This design comes from an exercise in tuning for small area and a short achievable clock period on the open sky130 flow, not from production work.
Only simulation tests tie the RTL to the original design; equivalence was not proved.
Power is estimated from default activity; no workload was simulated.

Setup of JK:
Design as2650, start of the top module:
module as2650(
	input clk,
	input rst,
	input [7:0] bus_in,
	output [7:0] bus_out,
	output le_lo,
	output le_hi,
	output OEb,
	output WEb,
	output bus_dir,
	output IOC,
	output IOD,
	input [6:0] irqs,
	output flag,
	input sense,
	output [7:0] ext_io_addr,
	output io_bus_cyc,
	output io_bus_we,
	output [7:0] io_bus_out,
	input [7:0] io_bus_in,
	output [7:0] debug_psl,
	output [7:0] debug_psu,
	output [32:0] la_data_out,
	input wb_hidden_rom_enable,
	output reg cpu_hidden_rom_enable,
	output WE_ram
);
Settings: LEC_CHECK=0, CAP_MARGIN=20, CORE_MARGIN=2, CORE_UTILIZATION=60, CTS_BUF_LIST=sky130_fd_sc_hd__clkbuf_16, CTS_CLUSTER_DIAMETER=100, CTS_CLUSTER_SIZE=20, SLEW_MARGIN=20; clock period 16.0 ns.
standard.sh (not shown) runs the stock make flow with config.mk's settings and CLKGATE_MAP_FILE= SYNTH_SCRIPT=/design/flow/synth_recipe.tcl, a recipe that flattens the netlist after the stock synthesis.
==> flow/flow/run.sh <==
#!/bin/bash
# The standard layout (standard.sh: the standard flow's own synthesis and ORFS flow) with two changes:
# - the input and output ports are buffered with sky130_fd_sc_hd__buf_2 cells instead of
#   the cell buffer_ports picks by default;
# - ORFS's repair_timing steps aim for 9 ns of setup slack rather than 0, so that they size
#   up the slowest paths; the clock and constraints are the design's.
# Make's full output goes to flow_make.log here; ORFS's own logs are under orfs/logs.
set -euo pipefail
export BUFFER_PORTS_ARGS="-buffer_cell sky130_fd_sc_hd__buf_2"
export SETUP_SLACK_MARGIN=9
export TNS_END_PERCENT=5
bash standard.sh finish > flow_make.log 2>&1
Inputs modified between JK and MS:
- CORE_UTILIZATION now 50, was 60
- PLACE_DENSITY now 0.8, previously not set
==> comparison <==
- Compared with JK, in MS clock network area share held, final standard cell utilization of the core went down 11 points.
- MS vs. JK: growth of design area from synthesis to finish went up 0.79 points, overall power consumption went down 1.1%.
- Total cell area at the placement stage, MS vs JK: up slightly
- For MS, the start point of the critical path was bus_in[2], unlike JK, where it was bus_in[4].
#### Input delta (AL over MS)
- PLACE_DENSITY: 0.8 -> unset
- CORE_UTILIZATION: 50 -> 40
==> notes.md <==
AL vs. MS: number of fillers in the final layout went up by about 40%.
[AL] aggregate global-route resource usage fell 6.6 points relative to MS
There was hardly any difference in worst hold slack between AL and MS.
Destination of the critical timing path = r7[3]: AL; destination of the critical timing path = r0[2]: MS
Changes observed in AL relative to MS: first-pass GRT wire length went up 1.1%, count of plain and timing-repair buffers saw an increase, initial antenna violation count has increased.
#### Input delta (TR over AL)
- CORE_UTILIZATION: 40 -> 50
TR finished end to end and its layout was clean on timing, DRC and antenna.
AL: flow completed, timing, DRC and antenna clean
The final worst clock skew in TR was lower than what AL gave.
Reported for TR and AL, xor and xnor fraction of the mapped netlist area turned out identical to the last digit.
For TR, the end point of the critical path was r5[2], unlike AL, where it was r7[3].
Global-route wire length before repair, TR and AL, higher one = TR.
Between AL and TR, the CTS clock-pin slew for the worst setup and hold paths does not differ in any meaningful way.
Minimum period implied by the final worst setup slack was lower in the run labelled TR.
~same sequential share of layout area in TR and AL

* * *

as2650 again, from the RTL that the note above started with.
export LEC_CHECK = 0
export CAP_MARGIN = 20
export CORE_MARGIN = 2
export CORE_UTILIZATION = 50
export CTS_BUF_LIST = sky130_fd_sc_hd__clkbuf_16
export CTS_CLUSTER_DIAMETER = 100
export CTS_CLUSTER_SIZE = 20
export SLEW_MARGIN = 20
create_clock -name core_clock -period 16.0 [get_ports {clk}]
==> flow/flow/run.sh <==
#!/bin/bash
# The standard layout (standard.sh: the standard flow's own synthesis and ORFS flow) with two changes:
# - the input and output ports are buffered with sky130_fd_sc_hd__buf_2 cells instead of
#   the cell buffer_ports picks by default;
# - ORFS's repair_timing steps aim for 9 ns of setup slack rather than 0, so that they size
#   up the slowest paths; the clock and constraints are the design's.
# Make's full output goes to flow_make.log here; ORFS's own logs are under orfs/logs.
set -euo pipefail
export BUFFER_PORTS_ARGS="-buffer_cell sky130_fd_sc_hd__buf_2"
export SETUP_SLACK_MARGIN=9
export TNS_END_PERCENT=20
bash standard.sh finish > flow_make.log 2>&1
The starting point ran to the end with no violations.
Then changed:
==> flow/flow/run.sh (replaced) <==
#!/bin/bash
# The standard layout (standard.sh: the standard flow's own synthesis and ORFS flow) with two changes:
# - the input and output ports are buffered with sky130_fd_sc_hd__buf_1 cells instead of
#   the cell buffer_ports picks by default;
# - ORFS's repair_timing steps aim for 9 ns of setup slack rather than 0, so that they size
#   up the slowest paths; the clock and constraints are the design's.
# Make's full output goes to flow_make.log here; ORFS's own logs are under orfs/logs.
set -euo pipefail
export BUFFER_PORTS_ARGS="-buffer_cell sky130_fd_sc_hd__buf_1"
export SETUP_SLACK_MARGIN=9
export TNS_END_PERCENT=5
bash standard.sh finish > flow_make.log 2>&1
CAP_MARGIN = 10   (was 20)
SLEW_MARGIN = 10   (was 20)
Result: The new run went through all stages and came out clean. Sequential power barely changes. Setup slack is worse by 120 ps. Utilization decreases by 0.71 points. First-iteration DRC count increases by 3.9%. Clock power decreases by about 0.7%. Critical path depth is unchanged. Register-to-register slack is worse by 40 ps.

-- port drivers added, routing unchanged --
Ports are ideal in the flow. The routed layouts listed here were re-timed in OpenROAD.
Step 1 assumes that a clkbuf_16 drives the clock port and a buf_2 every other input.
Step 2 moves the port delays by t, midway between the first and last clock arrival at a register: inputs arrive t later, outputs are due t later. That takes back most of the time a late clock gives input paths.
Slacks: ideal / step 1 / step 2; pairs: ideal / step 1.
| run | shift t [ns] | slack for setup (ns) | worst data-port slew with drivers (ns) | cell pins on the clock port's net |
|---|---|---|---|---|
| JK | 0.669 | 8.683 / 8.726 / 8.056 | 0.07 | 1 |
| MS | 0.671 | 8.967 / 8.941 / 8.335 | 0.03 | 1 |
| AL | 0.687 | 8.831 / 8.857 / 8.170 | 0.04 | 1 |
| TR | 0.681 | 9.032 / 9.023 / 8.393 | 0.03 | 1 |
| the first run of note 2 | 0.680 | 9.025 / 8.958 / 8.407 | 0.03 | 1 |
| the second run of note 2 | 0.684 | 8.902 / 8.840 / 8.313 | 0.04 | 1 |
After both steps every run listed still meets setup and hold. The setup slack of AL, which loses most, moves by +0.026 ns with the drivers and by -0.661 ns with both steps.
